This is an optimization exercise on Yosys and OpenROAD, whose aim is small area, not a production implementation. Where RTL was checked, it was by simulation tests only, not by an equivalence proof against the original. The flow treats the clock pin as an ideal source, which a real chip does not have. Power figures rest on the tool's default switching activity, not on a simulated workload.

==> module top, before the edit <==
module top (
  input wire clk,
  input wire rst,
  input wire rx,
  output wire tx
);
  localparam [10:0] LFSR_END  = 11'd144;
  localparam [10:0] LFSR_MASK = 11'b11101101011;
  reg [10:0] lfsr;
  wire tick = (lfsr & LFSR_MASK) == (LFSR_END & LFSR_MASK);
  always @(posedge clk)
    lfsr <= {lfsr[9:0], lfsr[10] ^ lfsr[1] ^ tick};
  reg [3:0] fc;
  wire idle    = ~fc[3] & ~fc[2] & ~fc[0];
  wire at_d7   = ~fc[3] & fc[2] & ~fc[0];
  wire fc_in   = idle ? ~rx : ~(fc[3] ^ (fc[2] & ~fc[0]));
  always @(posedge clk)
    if (rst)
      fc <= 4'd0;
    else if (tick)
      fc <= {fc[2:0], fc_in};
  reg [9:0] line;
  wire [7:0] byte_in = {rx, line[0], line[1], line[2],
                        line[3], line[4], line[5], line[6]};
  wire letter = (byte_in[7:6] == 2'b01) &&
                (byte_in[4:0] != 5'd0) && (byte_in[4:0] <= 5'd26);
  wire flip = at_d7 & letter;
  always @(posedge clk)
    if (rst)
      line <= 10'h3ff;
    else if (tick)
      line <= {line[8:2], line[1] ^ flip, line[0], rx};
  assign tx = line[9];
endmodule
Settings: LEC_CHECK=0, ABC_AREA=1, CAP_MARGIN=20, CORE_AREA=2 2 60 60, DIE_AREA=0 0 62 62, PLACE_DENSITY=0.95, SLEW_MARGIN=20; clock period 8.0 ns.
standard.sh (not shown) runs the stock make flow with config.mk's settings and CLKGATE_MAP_FILE= SYNTH_SCRIPT=/design/flow/synth_recipe.tcl, a recipe that flattens the netlist after the stock synthesis.
==> flow/flow/run.sh <==
#!/bin/bash
set -euo pipefail
export ONE_CLKBUF='sky130_fd_sc_hd__buf_8'
export MY_ABC_SCRIPT=$PWD/flow/area.abc
bash standard.sh finish \
  "SYNTH_SCRIPT=$PWD/flow/my_synth.tcl" \
  'BUFFER_PORTS_ARGS=-buffer_cell sky130_fd_sc_hd__buf_1' \
  "PRE_CTS_TCL=$PWD/flow/clkbuf.tcl" \
  'CTS_ARGS=-clk_nets clk -dont_use_dummy_load' \
  > standard.log 2>&1
==> flow/flow/area.abc <==
strash
&get -n
&deepsyn -J 20 -T 100
&put
&get -n
&dch -f
&nf -R 1000
&put
topo
dnsize -c
==> flow/flow/clkbuf.tcl <==
# Drive every clock sink from one clock buffer placed at the sinks' centroid;
# the clock port then feeds only that buffer.
set block [ord::get_db_block]
set db [ord::get_db]
set clk [$block findNet clk]
set master [$db findMaster $::env(ONE_CLKBUF)]
set inst [odb::dbInst_create $block $master clkbuf_root]
set net [odb::dbNet_create $block clknet_root]
$net setSigType CLOCK
set sx 0; set sy 0; set n 0
foreach it [$clk getITerms] {
  set i [$it getInst]
  set bb [$i getBBox]
  set sx [expr {$sx + ([$bb xMin] + [$bb xMax]) / 2}]
  set sy [expr {$sy + ([$bb yMin] + [$bb yMax]) / 2}]
  incr n
  $it disconnect
  $it connect $net
}
[$inst findITerm A] connect $clk
[$inst findITerm X] connect $net
$inst setLocation [expr {$sx / $n}] [expr {$sy / $n}]
$inst setPlacementStatus PLACED
puts "clkbuf.tcl: $::env(ONE_CLKBUF) drives $n clock sinks"
==> flow/flow/my_synth.tcl <==
# synth_recipe.tcl with ABC's mapping script replaced by $::env(MY_ABC_SCRIPT)
proc synth {args} { yosys synth -nofsm -noshare {*}$args }
proc abc {args} {
  set i [lsearch -exact $args -script]
  if { $i >= 0 } { lset args [expr {$i + 1}] $::env(MY_ABC_SCRIPT) }
  yosys abc {*}$args
}
source $::env(SCRIPTS_DIR)/synth.tcl
# left out here: clear keep_hierarchy, flatten, clean up, hide names made inside functions, write 1_2_yosys.v
The starting point finished with timing, DRC and antenna clean.
Next try:
--- a/flow/design.v
+++ b/flow/design.v
@@ -8,18 +8,18 @@
   localparam [10:0] LFSR_MASK = 11'b11101101011;
   reg [10:0] lfsr;
   wire tick = (lfsr & LFSR_MASK) == (LFSR_END & LFSR_MASK);
   always @(posedge clk)
     lfsr <= {lfsr[9:0], lfsr[10] ^ lfsr[1] ^ tick};
   reg [3:0] fc;
-  wire idle    = ~fc[3] & ~fc[2] & ~fc[0];
-  wire at_d7   = ~fc[3] & fc[2] & ~fc[0];
-  wire fc_in   = idle ? ~rx : ~(fc[3] ^ (fc[2] & ~fc[0]));
+  wire idle    = (fc[3] & fc[1] & fc[0]);
+  wire at_d7   = (~fc[3] & ~fc[2] & fc[1]);
+  wire fc_in   = idle ? rx : ~((fc[3] & ~fc[2]) | (fc[2] & ~fc[1]));
   always @(posedge clk)
     if (rst)
-      fc <= 4'd0;
+      fc <= 4'hf;
     else if (tick)
       fc <= {fc[2:0], fc_in};
   reg [9:0] line;
   wire [7:0] byte_in = {rx, line[0], line[1], line[2],
                         line[3], line[4], line[5], line[6]};
   wire letter = (byte_in[7:6] == 2'b01) &&
Worst setup slack gets worse by 0.21 ns.
Total power decreases by a few percent.
Clock skew stays flat.
Final area decreases slightly.
Global-route usage decreases by 1.4 points.
Flip-flop and latch count is unchanged.
Worst hold slack hardly moves.
Combinational power decreases by well over a third.
Cell count increases slightly.
No functional check of the RTL was part of any run of this note.

---

## the baseline
The RTL this note starts from:
==> flow/design.v <==
module top (
  input wire clk,
  input wire rst,
  input wire rx,
  output wire tx
);
  localparam [10:0] LFSR_END  = 11'd144;
  localparam [10:0] LFSR_MASK = 11'b11101101011;
  reg [10:0] lfsr;
  wire tick = (lfsr & LFSR_MASK) == (LFSR_END & LFSR_MASK);
  always @(posedge clk)
    lfsr <= {lfsr[9:0], lfsr[10] ^ lfsr[1] ^ tick};
  reg [3:0] fc;
  wire idle    = ~fc[3] & ~fc[2] & ~fc[0];
  wire at_stop =  fc[3] & ~fc[1] & ~fc[0];
  wire fc_in   = idle ? ~rx : ~(fc[3] ^ (fc[2] & ~fc[0]));
  always @(posedge clk)
    if (rst)
      fc <= 4'd0;
    else if (tick)
      fc <= {fc[2:0], fc_in};
  reg [9:0] line;
  wire [7:0] byte_in = {line[0], line[1], line[2], line[3],
                        line[4], line[5], line[6], line[7]};
  wire letter = (byte_in[7:6] == 2'b01) &&
                (byte_in[4:0] != 5'd0) && (byte_in[4:0] <= 5'd26);
  wire flip = at_stop & letter;
  always @(posedge clk)
    if (rst)
      line <= 10'h3ff;
    else if (tick)
      line <= {line[8:3], line[2] ^ flip, line[1:0], rx};
  assign tx = line[9];
endmodule
clock: 8.0 ns
lec_check: 0
abc_area: 1
cap_margin: 20
core_area: 2 2 60 60
cts_buf_list: sky130_fd_sc_hd__clkbuf_8
die_area: 0 0 62 62
slew_margin: 20
run.sh (not shown) runs the stock make flow with config.mk's settings and CLKGATE_MAP_FILE= SYNTH_SCRIPT=/design/flow/synth_recipe.tcl, a recipe that flattens the netlist after the stock synthesis.
Stock flow here: none of the scripts above is used.
Changes in the candidate relative to the baseline:
==> flow/design.v <==
module top (
  input wire clk,
  input wire rst,
  input wire rx,
  output wire tx
);
  localparam [10:0] LFSR_END  = 11'd144;
  localparam [10:0] LFSR_MASK = 11'b11101101011;
  reg [10:0] lfsr;
  wire tick = (lfsr & LFSR_MASK) == (LFSR_END & LFSR_MASK);
  always @(posedge clk)
    lfsr <= {lfsr[9:0], lfsr[10] ^ lfsr[1] ^ tick};
  reg [3:0] fc;
  wire idle    = ~fc[3] & ~fc[2] & ~fc[0];
  wire at_stop =  fc[3] & ~fc[1] & ~fc[0];
  wire fc_in   = ~(fc[3] ^ (fc[2] & ~fc[0]));
  always @(posedge clk)
    if (rst)
      fc <= 4'd0;
    else if (tick & ~(idle & rx))
      fc <= {fc[2:0], fc_in};
  reg [9:0] line;
  wire [7:0] byte_in = {line[0], line[1], line[2], line[3],
                        line[4], line[5], line[6], line[7]};
  wire letter = (byte_in[7:6] == 2'b01) &&
                (byte_in[4:0] != 5'd0) && (byte_in[4:0] <= 5'd26);
  wire flip = at_stop & letter;
  always @(posedge clk)
    if (rst)
      line <= 10'h3ff;
    else if (tick)
      line <= {line[8:3], line[2] ^ flip, line[1:0], rx};
  assign tx = line[9];
endmodule
==> comparison <==
Measured against each other, the baseline and the candidate differ in wire length of the first global-routing pass, the lower figure coming from the candidate.
Compared to the baseline, the routing of the candidate uses less wire.
Re die extent in x: no difference whatsoever between the candidate and the baseline.
Diff the baseline -> the candidate: first-iteration DRC count rose 6, slack of the critical path -0.024 ns, area overhead of the layout relative to synthesis barely changed, maximum operating frequency -0.88%.
Taking the baseline as the reference, in the candidate overall power consumption comparable; internal power comparable; post-place instance area now larger; clock skew comparable.

---

top, a different RTL version from the one above (not shown whole).
Size in the first run: about 65 cells after synthesis, ~25 flip-flops, roughly 4 I/O pins.
==> module top, before the edit <==
module top (
  input wire clk,
  input wire rst,
  input wire rx,
  output wire tx
);
  localparam [10:0] LFSR_END  = 11'd144;
  localparam [10:0] LFSR_MASK = 11'b11101101011;
  reg [10:0] lfsr;
  wire tick = (lfsr & LFSR_MASK) == (LFSR_END & LFSR_MASK);
  always @(posedge clk)
    lfsr <= {lfsr[9:0], lfsr[10] ^ lfsr[1] ^ tick};
  reg [3:0] fc;
  wire idle    = (~fc[3] & ~fc[1] & ~fc[0]);
  wire at_d7   = (fc[3] & fc[2] & ~fc[1]);
  wire fc_in   = idle ? ~rx : ((~fc[3] & fc[2]) | (~fc[2] & fc[1]));
  always @(posedge clk)
    if (rst)
      fc <= 4'd0;
    else if (tick)
      fc <= {fc[2:0], fc_in};
  reg [9:0] line;
  wire [7:0] byte_in = {rx, line[0], line[1], line[2],
                        line[3], line[4], line[5], line[6]};
  wire letter = (byte_in[7:6] == 2'b01) &&
                (byte_in[4:0] != 5'd0) && (byte_in[4:0] <= 5'd26);
  wire flip = at_d7 & letter;
  always @(posedge clk)
    if (rst)
      line <= 10'h3ff;
    else if (tick)
      line <= {line[8:2], line[1] ^ flip, line[0], rx};
  assign tx = line[9];
endmodule
==> flow/config.mk <==
export PLATFORM = sky130hd
export DESIGN_NAME = top
export DESIGN_NICKNAME = top
export VERILOG_FILES = /design/flow/design.v
export SDC_FILE = /design/flow/constraint.sdc
export NUM_CORES = 4
export LEC_CHECK = 0
export ABC_AREA = 1
export CAP_MARGIN = 20
export CORE_AREA = 2 2 60 60
export DIE_AREA = 0 0 62 62
export PLACE_DENSITY = 0.95
export SLEW_MARGIN = 20
==> flow/constraint.sdc <==
create_clock -name core_clock -period 8.0 [get_ports {clk}]
set_input_delay 1.6000 -clock core_clock [delete_from_list [all_inputs] [get_ports {clk}]]
set_output_delay 1.6000 -clock core_clock [all_outputs]
set_load 0.01 [all_outputs]
standard.sh (not shown) runs the stock make flow with config.mk's settings and CLKGATE_MAP_FILE= SYNTH_SCRIPT=/design/flow/synth_recipe.tcl, a recipe that flattens the netlist after the stock synthesis.
Scripts as last shown in full above: flow/flow/run.sh, flow/flow/area.abc, flow/flow/clkbuf.tcl, flow/flow/my_synth.tcl
Next try:
--- a/flow/design.v
+++ b/flow/design.v
@@ -9,13 +9,13 @@
   reg [10:0] lfsr;
   wire tick = (lfsr & LFSR_MASK) == (LFSR_END & LFSR_MASK);
   always @(posedge clk)
     lfsr <= {lfsr[9:0], lfsr[10] ^ lfsr[1] ^ tick};
   reg [3:0] fc;
-  wire idle    = (~fc[3] & ~fc[1] & ~fc[0]);
-  wire at_d7   = (fc[3] & fc[2] & ~fc[1]);
-  wire fc_in   = idle ? ~rx : ((~fc[3] & fc[2]) | (~fc[2] & fc[1]));
+  wire idle    = (~fc[3] & ~fc[2] & ~fc[0]);
+  wire at_d7   = (fc[2] & ~fc[1] & ~fc[0]);
+  wire fc_in   = idle ? ~rx : ((~fc[3] & ~fc[1]) | (~fc[3] & ~fc[0]) | (fc[3] & fc[0]));
   always @(posedge clk)
     if (rst)
       fc <= 4'd0;
     else if (tick)
       fc <= {fc[2:0], fc_in};
Effect:
- total power drops by 1.5%
- final area came out lower by 0.61%
- first-iteration DRC count falls by 67%
- worst setup slack is better by 280 ps
- clock power came out lower by about 1%
- global-route usage went up by 0.76 points
- worst hold slack hardly moves
- register-to-register slack improves by 80 ps
The RTL of the first run of this note was laid out without a check of its function.

---

top, a different RTL version from the one above (not shown whole).
Size: roughly 4 I/O pins, ~730 um^2 of cells after synthesis.
==> module top, before the edit <==
module top (
  input wire clk,
  input wire rst,
  input wire rx,
  output wire tx
);
  localparam [10:0] LFSR_END  = 11'd1903;
  localparam [10:0] LFSR_MASK = 11'b11101101011;
  reg [10:0] lfsr;
  wire tick = (lfsr & LFSR_MASK) == (LFSR_END & LFSR_MASK);
  always @(posedge clk)
    lfsr <= {lfsr[9:0], ~(lfsr[10] ^ lfsr[1] ^ tick)};
  reg [3:0] fc;
  wire idle    = (fc[3] & fc[2] & fc[0]);
  wire at_d7   = (~fc[2] & fc[1] & fc[0]);
  wire fc_in   = idle ? rx : ~((fc[3] & fc[1]) | (fc[3] & fc[0]) | (~fc[3] & ~fc[0]));
  always @(posedge clk)
    if (rst)
      fc <= 4'hf;
    else if (tick)
      fc <= {fc[2:0], fc_in};
  reg [9:0] line;
  wire [7:0] byte_in = {rx, line[0], line[1], line[2],
                        line[3], line[4], line[5], line[6]};
  wire letter = (byte_in[7:6] == 2'b01) &&
                (byte_in[4:0] != 5'd0) && (byte_in[4:0] <= 5'd26);
  wire flip = at_d7 & letter;
  always @(posedge clk)
    if (rst)
      line <= 10'h3ff;
    else if (tick)
      line <= {line[8:2], line[1] ^ flip, line[0], rx};
  assign tx = line[9];
endmodule
export LEC_CHECK = 0
export ABC_AREA = 1
export CAP_MARGIN = 20
export CORE_AREA = 2 2 60 60
export DIE_AREA = 0 0 62 62
export PLACE_DENSITY = 0.95
export SLEW_MARGIN = 20
create_clock -name core_clock -period 8.0 [get_ports {clk}]
==> flow/flow/run.sh <==
#!/bin/bash
# The standard ORFS layout (standard.sh) with these changes:
#  - synthesis runs my_synth.tcl: the standard synthesis, but ABC maps the
#    logic with area.abc (deeper AIG optimisation, area-oriented mapping);
#  - port buffers are plain sky130_fd_sc_hd__buf_1 cells;
#  - the clock tree is a single buffer (inserted by clkbuf.tcl just before
#    CTS) that drives every flip-flop, so TritonCTS, pointed at the clock
#    port net that now has one sink, adds nothing. The CTS step's hold
#    repair still runs.
# ORFS writes each step's full log under orfs/logs/; make's own output goes
# to standard.log.
set -euo pipefail
export ONE_CLKBUF=sky130_fd_sc_hd__buf_8
export MY_ABC_SCRIPT=$PWD/flow/area.abc
bash standard.sh finish \
  "SYNTH_SCRIPT=$PWD/flow/my_synth.tcl" \
  'BUFFER_PORTS_ARGS=-buffer_cell sky130_fd_sc_hd__buf_1' \
  "PRE_CTS_TCL=$PWD/flow/clkbuf.tcl" \
  'CTS_ARGS=-clk_nets clk -dont_use_dummy_load' \
  > standard.log 2>&1
==> flow/flow/my_synth.tcl <==
# synth_recipe.tcl (the standard synthesis) with one change: ABC maps the
# combinational logic with the area-oriented script in $::env(MY_ABC_SCRIPT)
# instead of ORFS's abc_area.script. Flip-flops are mapped before ABC runs,
# so the registers, their names and cell types are those of the standard
# synthesis.
proc synth {args} { yosys synth -nofsm -noshare {*}$args }
proc abc {args} {
  set i [lsearch -exact $args -script]
  if { $i >= 0 } { lset args [expr {$i + 1}] $::env(MY_ABC_SCRIPT) }
  yosys abc {*}$args
}
source $::env(SCRIPTS_DIR)/synth.tcl
# left out here: clear keep_hierarchy, flatten, clean up, hide names made inside functions, write 1_2_yosys.v
Scripts as last shown in full above: flow/flow/area.abc, flow/flow/clkbuf.tcl
Next try:
--- a/flow/design.v
+++ b/flow/design.v
@@ -3,21 +3,21 @@
   input wire rst,
   input wire rx,
   output wire tx
 );
-  localparam [10:0] LFSR_END  = 11'd1903;
+  localparam [10:0] LFSR_END  = 11'd144;
   localparam [10:0] LFSR_MASK = 11'b11101101011;
   reg [10:0] lfsr;
   wire tick = (lfsr & LFSR_MASK) == (LFSR_END & LFSR_MASK);
   always @(posedge clk)
-    lfsr <= {lfsr[9:0], ~(lfsr[10] ^ lfsr[1] ^ tick)};
+    lfsr <= {lfsr[9:0], lfsr[10] ^ lfsr[1] ^ tick};
   reg [3:0] fc;
-  wire idle    = (fc[3] & fc[2] & fc[0]);
-  wire at_d7   = (~fc[2] & fc[1] & fc[0]);
-  wire fc_in   = idle ? rx : ~((fc[3] & fc[1]) | (fc[3] & fc[0]) | (~fc[3] & ~fc[0]));
+  wire idle    = (~fc[3] & ~fc[2] & ~fc[0]);
+  wire at_d7   = (fc[2] & ~fc[1] & ~fc[0]);
+  wire fc_in   = idle ? ~rx : ((~fc[3] & ~fc[1]) | (~fc[3] & ~fc[0]) | (fc[3] & fc[0]));
   always @(posedge clk)
     if (rst)
-      fc <= 4'hf;
+      fc <= 4'd0;
     else if (tick)
       fc <= {fc[2:0], fc_in};
   reg [9:0] line;
   wire [7:0] byte_in = {rx, line[0], line[1], line[2],
Routed wire length went up by 5.1%.
Synthesized cell count went up by 3.3%.
Critical path depth went up by 1.
Maximum frequency went up by about 16%.
Utilization went up by 0.30 points.
Final cell count went up by about 1.8%.
Power went down by about 13%.
Setup slack improved by 0.38 ns.
Sequential power went down by about 10%.
Combinational power went down by about 50%.
Cell area went up by 1.2%.
Clock skew is about the same.
Die area does not change.

static timing again, ports no longer ideal:
The results above use ideal ports. As a check the final layouts listed here were re-extracted and re-timed, cells and wires unchanged. Step 1 sets driving cells, clkbuf_16 on the clock port and buf_2 on the other inputs (assumed; they add their load-dependent delay and slew). Step 2, shift: input delay + t, output delay - t, t = (earliest + latest rising clock arrival at the registers) / 2. This alone moves slack from input paths to output paths. a / b / c = ideal / step 1 / step 2; a / b = the first two.
run | t, ns | slack for setup (ns) | cell pins on the clock port's net
the first run of note 1 | 0.167 | 5.510 / 5.518 / 5.351 | 1
the second run of note 1 | 0.162 | 5.300 / 5.303 / 5.141 | 1
the baseline | 0.280 | 5.267 / 5.245 / 5.220 | 1
the candidate | 0.282 | 5.243 / 5.219 / 5.280 | 1
the first run of note 3 | 0.166 | 5.352 / 5.351 / 5.185 | 1
the second run of note 3 | 0.167 | 5.636 / 5.644 / 5.477 | 1
the first run of note 4 | 0.165 | 5.259 / 5.255 / 5.090 | 1
the second run of note 4 | 0.167 | 5.636 / 5.644 / 5.477 | 1
After both steps setup and hold are still met in every run listed. For the first run of note 4, which loses most, drivers alone change the setup slack by -0.004 ns; drivers and shift together by -0.169 ns.
